This design comes from an exercise in tuning for small area on the open sky130 flow, not from production work. Function was checked by simulation only, so behaviour that the tests miss may differ from the original. Power and IR drop assume default switching activity.

==> job 9680: inputs <==
## clock
module clock
(
    input        clk,
    input        rst_n,
    input  [2:0] key,
    output reg   led,
    output [3:0] dig,
    output       dp,
    output [7:0] smg
);
reg  [3:0] scq;
wire [1:0] q  = scq[1:0];
wire [1:0] sc = scq[3:2];
reg  [2:0] u;       
reg  [4:0] w;       
reg        h;       
wire q3     = (q == 2'd3);
wire u4     = u[2];
wire w24    = w[4] & w[3];
wire notrun = w24 & w[0];
wire tick   = q3 & u4 & w24 & ~w[0] & h;          
wire e_key   = (q == 2'd2) & u4;                  
wire e_press = q3 & (u == 3'd0) & ~notrun;        
wire e_led   = (q == 2'd0) & u4 & w24;            
always @(posedge clk) begin
    if (!rst_n) begin
        scq <= 4'b0010;
        u   <= 3'd0;
        w   <= 5'd25;
        h   <= 1'b1;
    end else begin
        scq <= scq + 1'b1;
        if (q3) begin
            u <= u4 ? 3'd0 : u + 1'b1;
            if (u4) begin
                w <= w24 ? 5'd0 : w + 1'b1;
                if (w24)
                    h <= ~h;
            end
        end
    end
end
always @(posedge clk)
    led <= ~notrun & (e_led ? (~h & ~led) : (led & rst_n));
reg [2:0] key_s;
reg [2:0] prs;
always @(posedge clk) begin
    if (!rst_n)
        key_s <= 3'b111;
    else if (e_key)
        key_s <= key;
    if (e_key)
        prs <= key_s & ~key;
end
wire p_mode  = prs[0];
wire p_plus  = prs[1];
wire p_minus = prs[2];
reg [2:0] mode;
reg       pause;
reg [3:0] sec_l, sec_h;
reg [3:0] min_l;
reg [2:0] min_h;
reg [3:0] hour_l, hour_h;
reg [3:0] hdisp_l, hdisp_h;    
reg [5:0] sec_cnt;
wire m1 = (mode == 3'd1);
wire m2 = (mode == 3'd2);
wire m3 = (mode == 3'd3);
wire m4 = (mode == 3'd4);
wire m5 = (mode == 3'd5);
wire ed   = e_press & ~p_mode;       
wire cm   = tick & (sec_cnt == 6'd59);
wire ml9  = (min_l == 4'd9);
wire mh5  = (min_h == 3'd5);
wire cmh  = cm & ml9;
wire ch   = cmh & mh5;
wire hh2  = (hour_h == 4'd2);
wire e1 = ed & m1, e2 = ed & m2, e3 = ed & m3, e4 = ed & m4;
wire ml0 = (min_l == 4'd0);
wire ml_dw = e1 & p_minus & ml0;
wire ml_up = ((e1 & p_plus) | (cm & ~m1)) & ~ml_dw;
wire ml_dn = e1 & p_minus & ~p_plus & ~ml0;
wire [3:0] min_l_n = ml_dw ? 4'd9 :
                     (ml_up & ml9) ? 4'd0 :
                     ml_up ? min_l + 4'd1 :
                     ml_dn ? min_l - 4'd1 : min_l;
wire mh0 = (min_h == 3'd0);
  ...
make LEC_CHECK=0 ABC_AREA=1 CAP_MARGIN=20 CORE_MARGIN=2 CORE_UTILIZATION=65 CTS_BUF_LIST='sky130_fd_sc_hd__clkbuf_4 sky130_fd_sc_hd__clkbuf_8' CTS_CLUSTER_DIAMETER=100 CTS_CLUSTER_SIZE=40 PLACE_DENSITY=0.8 SLEW_MARGIN=20 finish   # period 10.0 ns
run.sh (not shown) runs the stock make flow with config.mk's settings and CLKGATE_MAP_FILE= SYNTH_SCRIPT=/design/flow/synth_recipe.tcl, a recipe that flattens the netlist after the stock synthesis.
==> inputs of job 6841, as changes to job 9680 <==
==> flow/flow/run.sh (new file) <==
#!/bin/bash
# Own flow: the standard synthesis, then the combinational logic re-mapped
# for area (flip-flops kept as synthesised), then the standard layout.
set -euo pipefail
W=$PWD
F=$W/flow
R=$W/orfs/results/$FLOW_PLATFORM/clock/base
LIB=$FLOW_HOME/platforms/$FLOW_PLATFORM/lib/sky130_fd_sc_hd__tt_025C_1v80.lib

bash standard.sh synth > $W/synth.log 2>&1

cp $R/1_2_yosys.v $W/standard_synth.v
RESYN_LIB=$LIB RESYN_ABC=$F/resyn.abc RESYN_DONTUSE="$(cat $F/dontuse.txt)" \
RESYN_IN=$W/standard_synth.v RESYN_TOP=$FLOW_TOP RESYN_OUT=$W/resyn.v \
    yosys -c $F/resyn.tcl > $W/resyn.log 2>&1
cp $W/resyn.v $R/1_2_yosys.v
rm -f $R/1_synth.odb $R/1_synth.sdc

export BUFFER_PORTS_ARGS="${BUFFER_PORTS_ARGS:-}"
bash standard.sh finish > $W/layout.log 2>&1
==> flow/flow/dontuse.txt (new file) <==
-dont_use sky130_fd_sc_hd__lpflow_bleeder_1 -dont_use sky130_fd_sc_hd__lpflow_clkbufkapwr_1 -dont_use sky130_fd_sc_hd__lpflow_clkbufkapwr_16 -dont_use sky130_fd_sc_hd__lpflow_clkbufkapwr_2 -dont_use sky130_fd_sc_hd__lpflow_clkbufkapwr_4 -dont_use sky130_fd_sc_hd__lpflow_clkbufkapwr_8 -dont_use sky130_fd_sc_hd__lpflow_clkinvkapwr_1 -dont_use sky130_fd_sc_hd__lpflow_clkinvkapwr_16 -dont_use sky130_fd_sc_hd__lpflow_clkinvkapwr_2 -dont_use sky130_fd_sc_hd__lpflow_clkinvkapwr_4 -dont_use sky130_fd_sc_hd__lpflow_clkinvkapwr_8 -dont_use sky130_fd_sc_hd__lpflow_decapkapwr_12 -dont_use sky130_fd_sc_hd__lpflow_decapkapwr_3 -dont_use sky130_fd_sc_hd__lpflow_decapkapwr_4 -dont_use sky130_fd_sc_hd__lpflow_decapkapwr_6 -dont_use sky130_fd_sc_hd__lpflow_decapkapwr_8 -dont_use sky130_fd_sc_hd__lpflow_inputiso0n_1 -dont_use sky130_fd_sc_hd__lpflow_inputiso0p_1 -dont_use sky130_fd_sc_hd__lpflow_inputiso1n_1 -dont_use sky130_fd_sc_hd__lpflow_inputiso1p_1 -dont_use sky130_fd_sc_hd__lpflow_inputisolatch_1 -dont_use sky130_fd_sc_hd__lpflow_isobufsrc_1 -dont_use sky130_fd_sc_hd__lpflow_isobufsrc_16 -dont_use sky130_fd_sc_hd__lpflow_isobufsrc_2 -dont_use sky130_fd_sc_hd__lpflow_isobufsrc_4 -dont_use sky130_fd_sc_hd__lpflow_isobufsrc_8 -dont_use sky130_fd_sc_hd__lpflow_isobufsrckapwr_16 -dont_use sky130_fd_sc_hd__lpflow_lsbuf_lh_hl_isowell_tap_1 -dont_use sky130_fd_sc_hd__lpflow_lsbuf_lh_hl_isowell_tap_2 -dont_use sky130_fd_sc_hd__lpflow_lsbuf_lh_hl_isowell_tap_4 -dont_use sky130_fd_sc_hd__lpflow_lsbuf_lh_isowell_4 -dont_use sky130_fd_sc_hd__lpflow_lsbuf_lh_isowell_tap_1 -dont_use sky130_fd_sc_hd__lpflow_lsbuf_lh_isowell_tap_2 -dont_use sky130_fd_sc_hd__lpflow_lsbuf_lh_isowell_tap_4 -dont_use sky130_fd_sc_hd__probe_p_8 -dont_use sky130_fd_sc_hd__probec_p_8 
==> flow/flow/resyn.abc (new file) <==
strash
&get -n
&deepsyn -T 20
&put
dch -f
amap
topo
==> flow/flow/resyn.tcl (new file) <==
# Re-map the combinational logic of the standard synthesis for area.
# The flip-flops are kept as they are (same instances, names and cells).
yosys -import
set lib $::env(RESYN_LIB)
set script $::env(RESYN_ABC)
read_liberty -ignore_miss_func $lib
# flip-flops, latches and clock gates stay black boxes

blackbox {sky130_fd_sc_hd__df*} {sky130_fd_sc_hd__edf*} {sky130_fd_sc_hd__sdf*} {sky130_fd_sc_hd__sedf*} {sky130_fd_sc_hd__dl*} {sky130_fd_sc_hd__sdl*} {sky130_fd_sc_hd__conb*}
read_verilog $::env(RESYN_IN)
hierarchy -top $::env(RESYN_TOP)
flatten
opt -full
opt_clean -purge
stat
abc -liberty $lib {*}$::env(RESYN_DONTUSE) -script $script
opt_clean -purge
stat -liberty $lib
write_verilog -noattr -noexpr $::env(RESYN_OUT)
==> flow/standard.sh (new file) <==
#!/bin/bash
# synth_recipe.tcl (not shown) runs the flow's synth.tcl, then flattens the netlist and writes it again
# the make line also repeats each setting of config.mk as NAME=value (left out here)
make -C /OpenROAD-flow-scripts/flow DESIGN_CONFIG=/design/flow/config.mk WORK_HOME=/design/flow/orfs CLKGATE_MAP_FILE= SYNTH_SCRIPT=/design/flow/synth_recipe.tcl "${@:-finish}"
removed: flow/run.sh
==> results.py <==
metrics = {
    "status": {
        "status": "complete, no violations",
    },
    "pwr": {
        "power.share.clock": 0.435,
        "switching_share": 0.228,
        "comb-power_uw": 49.7,
    },
    "layout": {
        "most-common-layout-cells": "nor2_1, clkinv_1, dfxtp_1",
        "fillers": 341,
    },
    "routing": {
        "avgRoutedWirePerCell_um": 14.9,
    },
    "sta": {
        "max_slew_margin": 0.521,
    },
    "grt": {
        "track_usage": 0.297,
    },
}
# the run above: job 6841

==> results.py <==
metrics = {
    "layout": {
        "fillers": 465,
    },
    "routing": {
        "avgRoutedWirePerCell_um": 13.3,
    },
    "grt": {
        "track_usage": 0.271,
    },
    "pwr": {
        "power.share.clock": 0.467,
        "comb-power_uw": 58.5,
        "switching_share": 0.225,
    },
    "sta": {
        "max_slew_margin": 0.336,
    },
    "floorplan": {
        "die_y_um": 82.0,
    },
    "status": {
        "status": "complete, no violations",
    },
}
# the run above: job 9680

==> re-timing with driven ports <==
The results above use ideal ports. As a check the final layouts listed here were re-extracted and re-timed, cells and wires unchanged. Step 1, drivers: a clkbuf_16 drives clk and a buf_2 each remaining input, both assumed. Step 2 moves the port delays by t, midway between the first and last clock arrival at a register: inputs arrive t later, outputs are due t later. That takes back most of the time a late clock gives input paths. Slacks: ideal / step 1 / step 2; pairs: ideal / step 1.
run | shift t [ns] | setup slack, ns | worst setup path at the end | worst register clock-pin slew, ns | worst slew at a driven data input, ns
job 9680 | 0.371 | 5.129 / 5.098 / 5.469 | register to output | 0.07 / 0.07 | 0.03
job 6841 | 0.364 | 4.429 / 4.404 / 4.768 | register to output | 0.07 / 0.07 | 0.03
After both steps every run listed still meets setup and hold.
